From an optimization exercise on the open Yosys and OpenROAD flow, aimed at a short achievable clock period and few clock cycles; shortcuts taken in it are not production practice.
Only simulation tests tie the RTL to the original design; equivalence was not proved.
Power figures rest on the tool's default switching activity, not on a simulated workload.

--- design/flow/config.mk ---
export PLATFORM = sky130hd
export DESIGN_NAME = open_risc_v
export DESIGN_NICKNAME = open_risc_v
export VERILOG_FILES = /design/flow/design.v
export SDC_FILE = /design/flow/constraint.sdc
export NUM_CORES = 4
export LEC_CHECK = 0
export CAP_MARGIN = 20
export CORE_MARGIN = 2
export CORE_UTILIZATION = 30
export PLACE_DENSITY = 0.45
export SLEW_MARGIN = 20
--- design/flow/constraint.sdc ---
create_clock -name core_clock -period 12.0 [get_ports {clk}]
set_input_delay 2.4000 -clock core_clock [delete_from_list [all_inputs] [get_ports {clk}]]
set_output_delay 2.4000 -clock core_clock [all_outputs]
set_load 0.01 [all_outputs]
--- design/flow/design.v ---
module open_risc_v(
	input  wire 		  clk   		,
	input  wire 		  rst		    ,
	input  wire [31:0]    inst_i		,
	output wire [31:0]    inst_addr_o	,
	output  wire 	   	  mem_rd_req_o		,
	output  wire [31:0]   mem_rd_addr_o		,
	input	wire [31:0]	  mem_rd_data_i		,
	output  wire	 	  mem_wr_req_o		,
	output  wire  [3:0]   mem_wr_sel_o		,
	output  wire  [31:0]  mem_wr_addr_o		,
	output  wire  [31:0]  mem_wr_data_o
);
	integer i;
	function [32:0] ks_carry;
		input [31:0] a, b;
		input        cin;
		reg   [31:0] g, p;
		integer d, j;
		begin
			g = a & b;
			p = a ^ b;
			g[0] = g[0] | (p[0] & cin);
			for (d = 1; d < 32; d = d * 2)
				for (j = 31; j >= d; j = j - 1) begin
					g[j] = g[j] | (p[j] & g[j-d]);
					p[j] = p[j] & p[j-d];
				end
			ks_carry = {g, cin};
		end
	endfunction
	function [31:0] ks_add;
		input [31:0] a, b;
		input        cin;
		reg   [32:0] c;
		begin
			c = ks_carry(a, b, cin);
			ks_add = a ^ b ^ c[31:0];
		end
	endfunction
	reg [31:0] pc;           
	reg [31:0] pcN;          
	reg [31:0] pcD;
	reg        fpredD;       
	reg        dkill;        
	reg [1:0]  drop_cnt;     
	reg [31:0] rf [1:31];
	reg        vE;
	reg [1:0]  waitE;
	reg [31:0] op1E, op2E, immE, linkE, pcE;
	reg        mdE;          
	reg [8:0]  rselE;        
	reg        subE, sraE;
	reg [2:0]  f3E;
	reg        sh0E, sh1E;   
	reg        brE, jalrE, ldE, stE, ldstE, wenE, predE, fpredE;
	reg [4:0]  rdE, rs1E, rs2E;
	reg        u1E, u2E;
	reg        mrd_req;
	reg [31:0] mrd_addr;
	reg        mwr_req;
	reg [3:0]  mwr_sel;
	reg [31:0] mwr_addr;
	reg [31:0] mwr_data;
	reg        wenM;
	reg [4:0]  rdM;
	reg [2:0]  f3M;
	reg [1:0]  a10M;
	reg        wenW;
	reg [4:0]  rdW;
	reg [2:0]  f3W;
	reg [1:0]  a10W;
	reg        btb_v   [0:3];
	reg [29:0] btb_tag [0:3];
	reg [29:0] btb_tgt [0:3];
	reg [1:0]  btb_ptr;
	reg        ins_req;
	reg [29:0] ins_tag, ins_tgt;
	assign inst_addr_o   = pc;
	assign mem_rd_req_o  = mrd_req;
	assign mem_rd_addr_o = mrd_addr;
	assign mem_wr_req_o  = mwr_req;
	assign mem_wr_sel_o  = mwr_sel;
	assign mem_wr_addr_o = mwr_addr;
	assign mem_wr_data_o = mwr_data;
	wire [31:0] pcI = ~pcN;
	reg        btb_hit;
	reg [29:0] btb_out;
	always @(*) begin
		btb_hit = 1'b0;
		btb_out = 30'b0;
		for (i = 0; i < 4; i = i + 1)
			if (btb_v[i] && btb_tag[i] == pcI[31:2]) begin
				btb_hit = 1'b1;
				btb_out = btb_out | btb_tgt[i];
			end
	end
	wire [31:0] md = mem_rd_data_i;
	wire [7:0]  lb = a10W[1] ? (a10W[0] ? md[31:24] : md[23:16]) : (a10W[0] ? md[15:8] : md[7:0]);
	wire [15:0] lh = a10W[1] ? md[31:16] : md[15:0];
	reg  [31:0] ldv;
	always @(*) begin
		case (f3W[1:0])
			2'b00:   ldv = {{24{lb[7] & ~f3W[2]}}, lb};
			2'b01:   ldv = {{16{lh[15] & ~f3W[2]}}, lh};
			default: ldv = md;
		endcase
	end
	wire [31:0] v1 = op1E;
	wire [31:0] v2 = op2E;
	wire execE = vE & (waitE == 2'd0);
	wire [31:0] addv = ks_add(v1, v2, 1'b0);
	wire [31:0] subv = ks_add(v1, ~v2, 1'b1);
	wire [31:0] sum  = subE ? subv : addv;
	wire [32:0] cmpc = ks_carry(v1, ~v2, 1'b1);
	wire        ltu  = ~cmpc[32];
	wire        lts  = (v1[31] ^ v2[31]) ? v1[31] : ltu;
	wire        eq   = v1 == v2;
	wire [31:0] sll  = v1 << v2[4:0];
	wire [31:0] srl  = v1 >> v2[4:0];
	wire [31:0] sra  = $signed(v1) >>> v2[4:0];
	wire [31:0] res  = ({32{rselE[0]}} & sum)
	                 | ({32{rselE[1]}} & {31'b0, lts})
	                 | ({32{rselE[2]}} & {31'b0, ltu})
	                 | ({32{rselE[3]}} & (v1 ^ v2))
	                 | ({32{rselE[4]}} & (v1 | v2))
	                 | ({32{rselE[5]}} & (v1 & v2))
	                 | ({32{rselE[6]}} & sll)
	                 | ({32{rselE[7]}} & (sraE ? sra : srl))
	                 | ({32{rselE[8]}} & linkE);
	wire [31:0] aguB = mdE ? md : v1;
	wire [31:0] agu  = ks_add(aguB, immE, 1'b0);       
	wire [31:0] jtgt = ks_add(v1, immE, 1'b0);         
	wire [31:0] btgt = ks_add(pcE, immE, 1'b0);        
	wire cond  = f3E[2] ? (f3E[1] ? ltu : lts) : eq;
	wire taken = cond ^ f3E[0];
	wire shortE = ~predE & (sh0E | (sh1E & ~fpredD));
	wire redirE = execE & ((brE & (taken ^ predE) & ~shortE) | jalrE);
	wire sqD    = execE & brE & taken & ~predE & sh1E & ~fpredD;
	wire [31:0] redir_pc = jalrE ? {jtgt[31:1], 1'b0} : (taken ? btgt : linkE);
	wire aluWr = execE & wenE & ~ldE;
	wire [31:0] inst = inst_i;
	wire [4:0]  opc  = inst[6:2];
	wire [2:0]  f3   = inst[14:12];
	wire [4:0]  rd   = inst[11:7];
	wire [4:0]  rs1  = inst[19:15];
	wire [4:0]  rs2  = inst[24:20];
	wire isLUI   = opc == 5'b01101;
	wire isAUIPC = opc == 5'b00101;
	wire isJAL   = opc == 5'b11011;
	wire isJALR  = opc == 5'b11001;
	wire isBR    = opc == 5'b11000;
	wire isLD    = opc == 5'b00000;
	wire isST    = opc == 5'b01000;
	wire isOPI   = opc == 5'b00100;
	wire isOP    = opc == 5'b01100;
	wire dv = ~dkill & (drop_cnt == 2'd0);
	wire uses1 = isOP | isOPI | isLD | isST | isBR | isJALR;
	wire uses2 = isOP | isST | isBR;
	wire wenD  = (isLUI | isAUIPC | isJAL | isJALR | isOP | isOPI | isLD) & (rd != 5'd0);
	wire ldst  = isLD | isST;
	wire [31:0] immI = {{20{inst[31]}}, inst[31:20]};
	wire [31:0] immS = {{20{inst[31]}}, inst[31:25], inst[11:7]};
	wire [31:0] immB = {{19{inst[31]}}, inst[31], inst[7], inst[30:25], inst[11:8], 1'b0};
	wire [31:0] immJ = {{11{inst[31]}}, inst[31], inst[19:12], inst[20], inst[30:21], 1'b0};
	wire [31:0] immU = {inst[31:12], 12'b0};
	wire [32:0] cB    = ks_carry({19'b0, pcD[12:0]}, {19'b0, immB[12:0]}, 1'b0);
	wire [31:0] sB    = {19'b0, pcD[12:0]} ^ {19'b0, immB[12:0]} ^ cB[31:0];
	wire [32:0] cJ    = ks_carry({11'b0, pcD[20:0]}, {11'b0, immJ[20:0]}, 1'b0);
	wire [31:0] sJ    = {11'b0, pcD[20:0]} ^ {11'b0, immJ[20:0]} ^ cJ[31:0];
	wire [18:0] hB    = pcD[31:13];
	wire [18:0] hBp   = ks_add({13'b0, hB}, 32'd1, 1'b0);
	wire [18:0] hBm   = ks_add({13'b0, hB}, 32'hffffffff, 1'b0);
	wire [10:0] hJ    = pcD[31:21];
	wire [10:0] hJp   = ks_add({21'b0, hJ}, 32'd1, 1'b0);
	wire [10:0] hJm   = ks_add({21'b0, hJ}, 32'hffffffff, 1'b0);
	wire [31:0] tgtB  = {(inst[31] == sB[13]) ? hB : (inst[31] ? hBm : hBp), sB[12:0]};
	wire [31:0] tgtJ  = {(inst[31] == sJ[21]) ? hJ : (inst[31] ? hJm : hJp), sJ[20:0]};
	wire [31:0] tgtD  = isJAL ? tgtJ : tgtB;
	wire [31:0] pcD4  = ks_add(pcD, 32'd4, 1'b0);
	wire [31:0] auipc = {ks_add({12'b0, pcD[31:12]}, {12'b0, inst[31:12]}, 1'b0), pcD[11:0]};
	wire same   = rs1 == rs2;
	wire r2zero = rs2 == 5'd0;
	reg  bstat;
	always @(*) begin
		if (same)
			bstat = (f3 == 3'b000) | (f3[2] & f3[0]);
		else if (r2zero && f3[2:1] == 2'b11)
			bstat = f3[0];
		else
			bstat = inst[31];
	end
	wire dtake = dv & ~fpredD & (isJAL | (isBR & bstat));
	wire [31:0] rfa [0:31];
	assign rfa[0] = 32'b0;
	genvar gi;
	generate
		for (gi = 1; gi < 32; gi = gi + 1) begin : rfrd
			assign rfa[gi] = rf[gi];
		end
	endgenerate
	wire [31:0] rf1 = rfa[rs1];
	wire [31:0] rf2 = rfa[rs2];
	function [4:0] srcsel;
		input [4:0] rs;
		input       u;
		input       eW, eLd;
		input [4:0] rdE_, rdM_, rdW_;
		input       wM, wW;
		input       agu_only, eLW, mLW;
		begin
			if (!u || rs == 5'd0)
				srcsel = 5'b0_00_00;
			else if (eW && rs == rdE_)
				srcsel = !eLd ? 5'b0_00_01 : ((agu_only && eLW) ? 5'b0_01_00 : 5'b0_10_00);
			else if (wM && rs == rdM_)
				srcsel = (agu_only && mLW) ? 5'b1_00_00 : 5'b0_01_00;
			else if (wW && rs == rdW_)
				srcsel = 5'b0_00_10;
			else
				srcsel = 5'b0_00_00;
		end
	endfunction
	wire eWrites = vE & wenE;
	wire eLW  = f3E == 3'b010;
	wire mLW  = f3M == 3'b010;
	wire [4:0] sel1 = srcsel(rs1, uses1, eWrites, ldE, rdE, rdM, rdW, wenM, wenW, isLD, eLW, mLW);
	wire [4:0] sel2 = srcsel(rs2, uses2, eWrites, ldE, rdE, rdM, rdW, wenM, wenW, 1'b0, eLW, mLW);
	wire [1:0] k1 = sel1[3:2];
	wire [1:0] k2 = sel2[3:2];
	wire [1:0] kD = (k1[1] | k2[1]) ? 2'd2 : {1'b0, k1[0] | k2[0]};
	wire       wD = k1[1] | k1[0] | k2[1] | k2[0];
	wire        rfs1 = sel1[1:0] == 2'b00;
	wire        rfs2 = ~isOPI & (sel2[1:0] == 2'b00);
	wire [31:0] oth1 = ({32{sel1[0]}} & res) | ({32{sel1[1]}} & ldv);
	wire [31:0] oth2 = isOPI ? immI : (({32{sel2[0]}} & res) | ({32{sel2[1]}} & ldv));
	wire [31:0] op1D = ({32{rfs1}} & rf1) | oth1;
	wire [31:0] op2D = ({32{rfs2}} & rf2) | oth2;
	wire alu = isOP | isOPI;
	wire [8:0] rselD;
	assign rselD[0] = alu & (f3 == 3'b000);
	assign rselD[1] = alu & (f3 == 3'b010);
	assign rselD[2] = alu & (f3 == 3'b011);
	assign rselD[3] = alu & (f3 == 3'b100);
	assign rselD[4] = alu & (f3 == 3'b110);
	assign rselD[5] = alu & (f3 == 3'b111);
	assign rselD[6] = alu & (f3 == 3'b001);
	assign rselD[7] = alu & (f3 == 3'b101);
	assign rselD[8] = isLUI | isAUIPC | isJAL | isJALR;
	wire hold = (dv & wD) | drop_cnt[1];
	wire [31:0] pc_seq = btb_hit ? {btb_out, 2'b00} : ks_add(pcI, 32'd4, 1'b0);
	wire [31:0] pc_nxt = (redirE | sqD) ? (redirE ? redir_pc : pc_seq) :
	                     (dtake ? tgtD : (hold ? pcI : pc_seq));
	always @(posedge clk) begin
		if (!rst) begin
			pc       <= 32'b0;
			pcN      <= 32'hffffffff;
			dkill    <= 1'b1;
			drop_cnt <= 2'd0;
			vE       <= 1'b0;
			waitE    <= 2'd0;
			mrd_req  <= 1'b0;
			mwr_req  <= 1'b0;
			wenM     <= 1'b0;
			wenW     <= 1'b0;
			ins_req  <= 1'b0;
			btb_ptr  <= 2'd0;
			for (i = 0; i < 4; i = i + 1)
				btb_v[i] <= 1'b0;
		end else begin
			pc    <= pc_nxt;
			pcN   <= ~pc_nxt;
			dkill <= redirE | (dtake & ~sqD);
			if (redirE | sqD)
				drop_cnt <= 2'd0;
			else if (dv)
				drop_cnt <= kD;
			else if (drop_cnt != 2'd0)
				drop_cnt <= drop_cnt - 2'd1;
			if (dv) begin
				vE    <= ~redirE & ~sqD;
				waitE <= kD;
			end else if (vE && waitE != 2'd0) begin
				waitE <= waitE - 2'd1;
			end else begin
				vE <= 1'b0;
			end
			mrd_req <= execE & ldE;
			mwr_req <= execE & stE;
			wenM    <= execE & ldE & wenE;
			wenW <= wenM & ~(aluWr && rdE == rdM);
			ins_req <= execE & brE & taken & ~fpredE & ~sh0E;
			if (ins_req) begin
				btb_v[btb_ptr]   <= 1'b1;
				btb_ptr          <= btb_ptr + 2'd1;
			end
		end
	end
	always @(posedge clk) begin
		pcD    <= pcI;
		fpredD <= btb_hit;
		if (dv) begin
			op1E  <= op1D;
			op2E  <= op2D;
			mdE   <= sel1[4];
			immE  <= isST ? immS : (isBR ? immB : immI);
			linkE <= isLUI ? immU : (isAUIPC ? auipc : pcD4);
			pcE   <= pcD;
			rselE <= rselD;
			subE  <= isOP & inst[30] & (f3 == 3'b000);
			sraE  <= inst[30];
			f3E   <= f3;
			brE   <= isBR;
			sh0E  <= immB[12:0] == 13'd4;
			sh1E  <= immB[12:0] == 13'd8;
			jalrE <= isJALR;
			ldE   <= isLD;
			stE   <= isST;
			ldstE <= ldst;
			wenE  <= wenD;
			rdE   <= rd;
			rs1E  <= rs1;
			rs2E  <= rs2;
			u1E   <= uses1;
			u2E   <= uses2;
			predE <= fpredD | dtake;
			fpredE <= fpredD;
		end else begin
			if (u1E && wenW && rdW == rs1E)
				op1E <= ldv;
			if (u2E && wenW && rdW == rs2E)
				op2E <= ldv;
			mdE <= (waitE == 2'd1) && ldE && u1E && wenM && rdM == rs1E && f3M == 3'b010;
		end
		mrd_addr <= agu;
		mwr_addr <= jtgt;
		case (f3E[1:0])
			2'b00: begin
				mwr_data <= {4{v2[7:0]}};
				mwr_sel  <= 4'b0001 << jtgt[1:0];
			end
			2'b01: begin
				mwr_data <= {2{v2[15:0]}};
				mwr_sel  <= jtgt[1] ? 4'b1100 : 4'b0011;
			end
			default: begin
				mwr_data <= v2;
				mwr_sel  <= 4'b1111;
			end
		endcase
		rdM  <= rdE;
		f3M  <= f3E;
		a10M <= agu[1:0];
		rdW  <= rdM;
		f3W  <= f3M;
		a10W <= a10M;
		ins_tag <= pcE[31:2];
		ins_tgt <= btgt[31:2];
		if (ins_req) begin
			btb_tag[btb_ptr] <= ins_tag;
			btb_tgt[btb_ptr] <= ins_tgt;
		end
	end
	always @(posedge clk) begin
		for (i = 1; i < 32; i = i + 1) begin
			if (!rst)
				rf[i] <= 32'b0;
			else if (aluWr && rdE == i[4:0])
				rf[i] <= res;
			else if (wenW && rdW == i[4:0])
				rf[i] <= ldv;
		end
	end
endmodule
--- design/flow/flow/run.sh ---
#!/bin/bash
set -euo pipefail
bash standard.sh SETUP_SLACK_MARGIN=8 finish > standard_flow.log 2>&1
--- design/flow/standard.sh ---
#!/bin/bash
# synth_recipe.tcl (not shown) runs the flow's synth.tcl, then flattens the netlist and writes it again
# the make line also repeats each setting of config.mk as NAME=value (left out here)
make -C /OpenROAD-flow-scripts/flow DESIGN_CONFIG=/design/flow/config.mk WORK_HOME=/design/flow/orfs CLKGATE_MAP_FILE= SYNTH_SCRIPT=/design/flow/synth_recipe.tcl "${@:-finish}"
==> run_results.csv <==
group,metric,value,unit
timing,max_slew_margin,17.48,%
setup_path,max_stage_delay,680,ps
timing,maxSlewViolCount,0,
setup_path,cp_cell_sequence,"buf_6 -> buf_12 -> buf_12 -> buf_8 -> nand2b_4 -> buf_12 -> nor2_4 -> buf_12 -> buf_8 -> a22oi_1 -> nand2_1 -> nor2_2 -> nand4_1 -> o21ai_1 -> o2111a_1 -> a21oi_2",
placed_design,dpl_cell_area,109400,µm²
setup_path,cpMostUsedCell,"buf_12",
clock_network,clock-sinks,1705,
logic_synthesis,ys_seq_area_share,38.02,%
placed_design,place_congestion,1.016,
clock_network,cts_tree,"built",
logic_synthesis,ys.flop_type,"dfxtp_1",
pwr,seqPwrFrac,24.8,%
setup_path,crit_path_start,"inst_i[21]",
placed_design,port_buffers,197,
timing,fmax,210.0,MHz
drt,met3_length,108000,µm
pwr,p_comb_share,53.7,%
pwr,power_switching,15.21,mW
drt,drt_pass1_iterations,17,
setup_path,critPathRequiredTime,12680,ps
logic_synthesis,yosysUniqueCellTypes,114,
timing,period_needed,4762,ps
timing,worst_pin_slew,1235,ps
floorplan,top_level_ports,200,
clock_network,cts.reportedPaths.clkPinSlew,60,ps
global_route,grt_pass1_vias,105200,
clock_network,cts_root_buf,"clkbuf_16",
timing,final.setup.tns,0,ps
pwr,vdd_drop_max,0.1942,mV
pwr,p_int,16.15,mW
timing,rsz0062_at_grt,"yes",
cells_and_area,seqCellArea,38360,µm²
setup_path,worstPathArrival,5450,ps
setup_path,crit_type,"in2reg",
timing,hold_viol_final,0,
cells_and_area,fill_cells,32960,
setup_path,critPathMaxFanout,21,
logic_synthesis,syn_area,100900,µm²
drt,met1_length,254600,µm
placed_design,hpwl,428700,µm
pwr,swShare,48.51,%
drt,drc,0,
logic_synthesis,yosys_warnings,2,
pwr,power_leakage,46.19,nW
floorplan,rows,212,
drt,met2_length,275900,µm
setup_path,cp_num_buf_inv,7,
cells_and_area,fin_nets,12890,
drt,highest_layer,"met5",
drt,viasPerCell,6.922,
clock_network,clk_latency,1020,ps
clock_network,holdBufCountCts,0,
drt,wirelength,712600,µm
pwr,p_total,31.36,mW
drt,vias,119200,
timing,finalSetupViolCount,0,
floorplan,die_x,583.8,µm
global_route,overflow,0,
logic_synthesis,synth-async-reset-ratio,0,%
global_route,grt_usage,39.43,%
setup_path,endpoint_kind,"flop",
drt,ant_nets,0,
setup_path,cp_slowest_cell,"nand4_1",
outcome,status,"no timing/DRC/antenna violations",
floorplan,start_util,30.20,%
clock_network,numCtsBuffers,207,
pwr,p_clk_share,21.5,%
flow_run,cap_violations,0,
pwr,powerDensity,236.5,nW/µm²
cells_and_area,multiInputGateArea,64460,µm²
cells_and_area,final_layout_size_suffix_gt1_share,22.44,%
floorplan,core_region_area,334000,µm²
drt,wl_per_cell,41.38,µm
logic_synthesis,avgSynthCellArea,8.324,µm²
setup_path,rrSetupSlack,7540,ps
timing,period_share,39.69,%
global_route,grt_max_degree,133,
cells_and_area,area_delta_synth_final,31.48,%
floorplan,die_height,583.8,µm
logic_synthesis,syn_nets,12430,
floorplan,die_area,340800,µm²
logic_synthesis,syn_inst,12120,
drt,first_iter_violations,22070,
worst_hold_path,hold_start,"f3M[2]",
timing,clock_skew,106.2,ps
logic_synthesis,synth_seq_cells,1705,
logic_synthesis,synth_edf_count,421,
setup_path,r2r_start,"immE[0]",
cells_and_area,design_area,132600,µm²
global_route,grt_pass1_wl,930900,µm
clock_network,htreeDepth,4,
setup_path,crit_family,"buffers and inverters",
clock_network,clockBufferDepth,4,
setup_path,start_kind,"input pin",
worst_hold_path,hp-class,"reg2reg",
global_route,antenna_found_initial,84,
-- cells in the final DEF (no fill, tap or decap), types with 111 or more instances in the layout --
| master | synthesis | final |
|---|---|---|
| and2_1 | 121 | 114 |
| ha_1 | 240 | 180 |
| nand2_1 | 965 | 917 |
| o211ai_1 | 412 | 412 |
| o22ai_1 | 229 | 200 |
| clkbuf_16 | 0 | 222 |
| dfxtp_1 | 1284 | 1274 |
| a22oi_1 | 588 | 537 |
| nor2_4 | 1 | 136 |
| edfxtp_1 | 421 | 421 |
| a21oi_1 | 975 | 865 |
| buf_6 | 16 | 183 |
| o21a_1 | 132 | 129 |
| nor2_1 | 1551 | 1390 |
| a211oi_1 | 760 | 688 |
| a22o_1 | 216 | 215 |
| xor2_1 | 190 | 179 |
| a221oi_1 | 228 | 182 |
| o21ai_0 | 534 | 380 |
| xnor2_1 | 171 | 157 |
| nand3_1 | 234 | 215 |
| buf_12 | 0 | 185 |
| nand4_1 | 159 | 159 |
| buf_4 | 31 | 741 |
| dlygate4sd2_1 | 0 | 111 |
| inv_1 | 189 | 161 |
-- cell families after synthesis --
family	after synthesis	share of synthesized area, %
flops	1705	38.02
simple gates	3559	15.68
fa+ha+maj	249	3.146
compound gates	4659	31.84
xor+xnor	361	3.135
buf+inv	1392	5.578
mux	191	2.606
-- cell usage after synthesis (21+ instances only) --
library cell  number  area, µm²
nand2b_1          41      256.5
edfxtp_1         421      12640
a21oi_1          975       4880
nor4_1            67      419.2
o211ai_1         412       3093
o21ai_0          534       2673
mux4_2            55       1239
nor3_1           157      785.8
o21ai_1           21      105.1
a22o_1           216       1892
o31ai_1           35      262.8
a31oi_1           80      500.5
a222oi_1          66      660.6
xnor2_1          171       1498
nand4_1          159      994.7
o211a_1           22      220.2
or3_1             36      225.2
clkbuf_1         975       3660
o21bai_1          38      285.3
or2_2             22      137.6
buf_4             31      232.7
a211oi_1         760       5705
and3_1            59      369.1
a21o_1            62      465.5
o21a_1           132      991.0
inv_1            189      709.4
nor2_1          1551       5822
o22ai_1          229       1433
nand2_1          965       3622
nand3_1          234       1171
ha_1             240       3003
and2_1           121      757.0
xor2_1           190       1664
a221oi_1         228       1997
mux2_2            23      259.0
buf_2            128      640.6
dfxtp_1         1284      25700
nor2b_1           33      206.5
mux2i_1          113       1131
buf_1             41      153.9
a211o_1           23      201.4
a22oi_1          588       4414
-- worst register-to-register path: cells and delay by family, from the launching register on --
kind	cells	cell delay, ps
AO/OA/AOI/OAI	7	1860
adder cells (fa/ha/maj)	2	820
XOR/XNOR	1	690
flip-flops	1	540
multiplexers	1	370
AND/OR/NAND/NOR	1	70
-- power by group through the flow --
stage	Clock (mW)	Sequential [mW]	Combinational [mW]
2_1_floorplan	0	7.41	7.70
3_3_place_gp	0	7.96	12.8
3_5_place_dp	0	7.97	12.8
4_1_cts	6.76	7.72	15.0
5_1_grt	6.97	7.78	17.1
6_report	6.76	7.76	16.8
-- metrics by stage --
step	std cells	utilization (%)	setup WS [ps]	hold WS, ps
final	17220	39.71	7238	358.6
after floorplan	12120	-	7006	323.2
after global placement	15930	32.74	4571	344.9
after CTS	16940	38.36	7367	357.2
after detailed placement	15930	32.77	4577	342.9
after global routing	17150	39.65	7311	363.9
-- routing by layer --
metal | up-vias | global-route usage, %
met5 | - | 1.389
met4 | 60 | 31.16
met3 | 3636 | 18.50
met2 | 11100 | 54.00
met1 | 57640 | 46.77
li1 | 46760 | -
-- state kept, by name, indices dropped and copies added, names as in the netlist, 32 cells and up --
signal / count
btb_tag: 120
pcE: 32
btb_tgt: 120
op1E: 32
rf: 992
op2E: 32
mwr_addr: 32
mwr_data: 32
pc: 32
pcD: 32
pcN: 32
linkE: 32
-- final timing paths --
path / end / cells past startpoint
min: f3W[2] / 0
max: op2E[20] / 16
max reg2reg: pcN[24] / 12
min reg2reg: f3W[2] / 0
-- area by class of cell --
cell class | instances | share of cell area (%)
multi-input cells | 9038 | 48.61
flip-flops and latches | 1705 | 28.93
repair buffers | 1422 | 12.16
clock buffers | 294 | 4.472
well taps | 4387 | 4.139
clock inverters | 85 | 0.8341
inverters | 198 | 0.6718
diodes | 88 | 0.1661
repair inverters | 3 | 0.01981
-- repair_timing --
action                     4_1_cts  5_1_grt
resized for setup             1622      604
buffers inserted               573      176
setup endpoints to repair     1319     1037
pin swaps                      365      386
cloned                          59       13
Testbench counts, summed over its fixed seeds: cycles 67,206.

## what the ideal ports hide
In the flow no input, the clock included, has a driving cell. The finished layout below was timed again as built, in two steps. Step 1, drivers: a clkbuf_16 drives clk and a buf_2 each remaining input, both assumed. Step 2 moves the port delays by t, midway between the first and last clock arrival at a register: inputs arrive t later, outputs are due t later. That takes back most of the time a late clock gives input paths. Slacks: ideal / step 1 / step 2; pairs: ideal / step 1.
t, ns: 1.065
setup WS [ns]: 7.238 / 7.282 / 6.217
pins driven straight from the clock port: 1
After both steps setup and hold are still met in this run. The setup slack of this run moves by +0.044 ns with the drivers and by -1.021 ns with both steps.
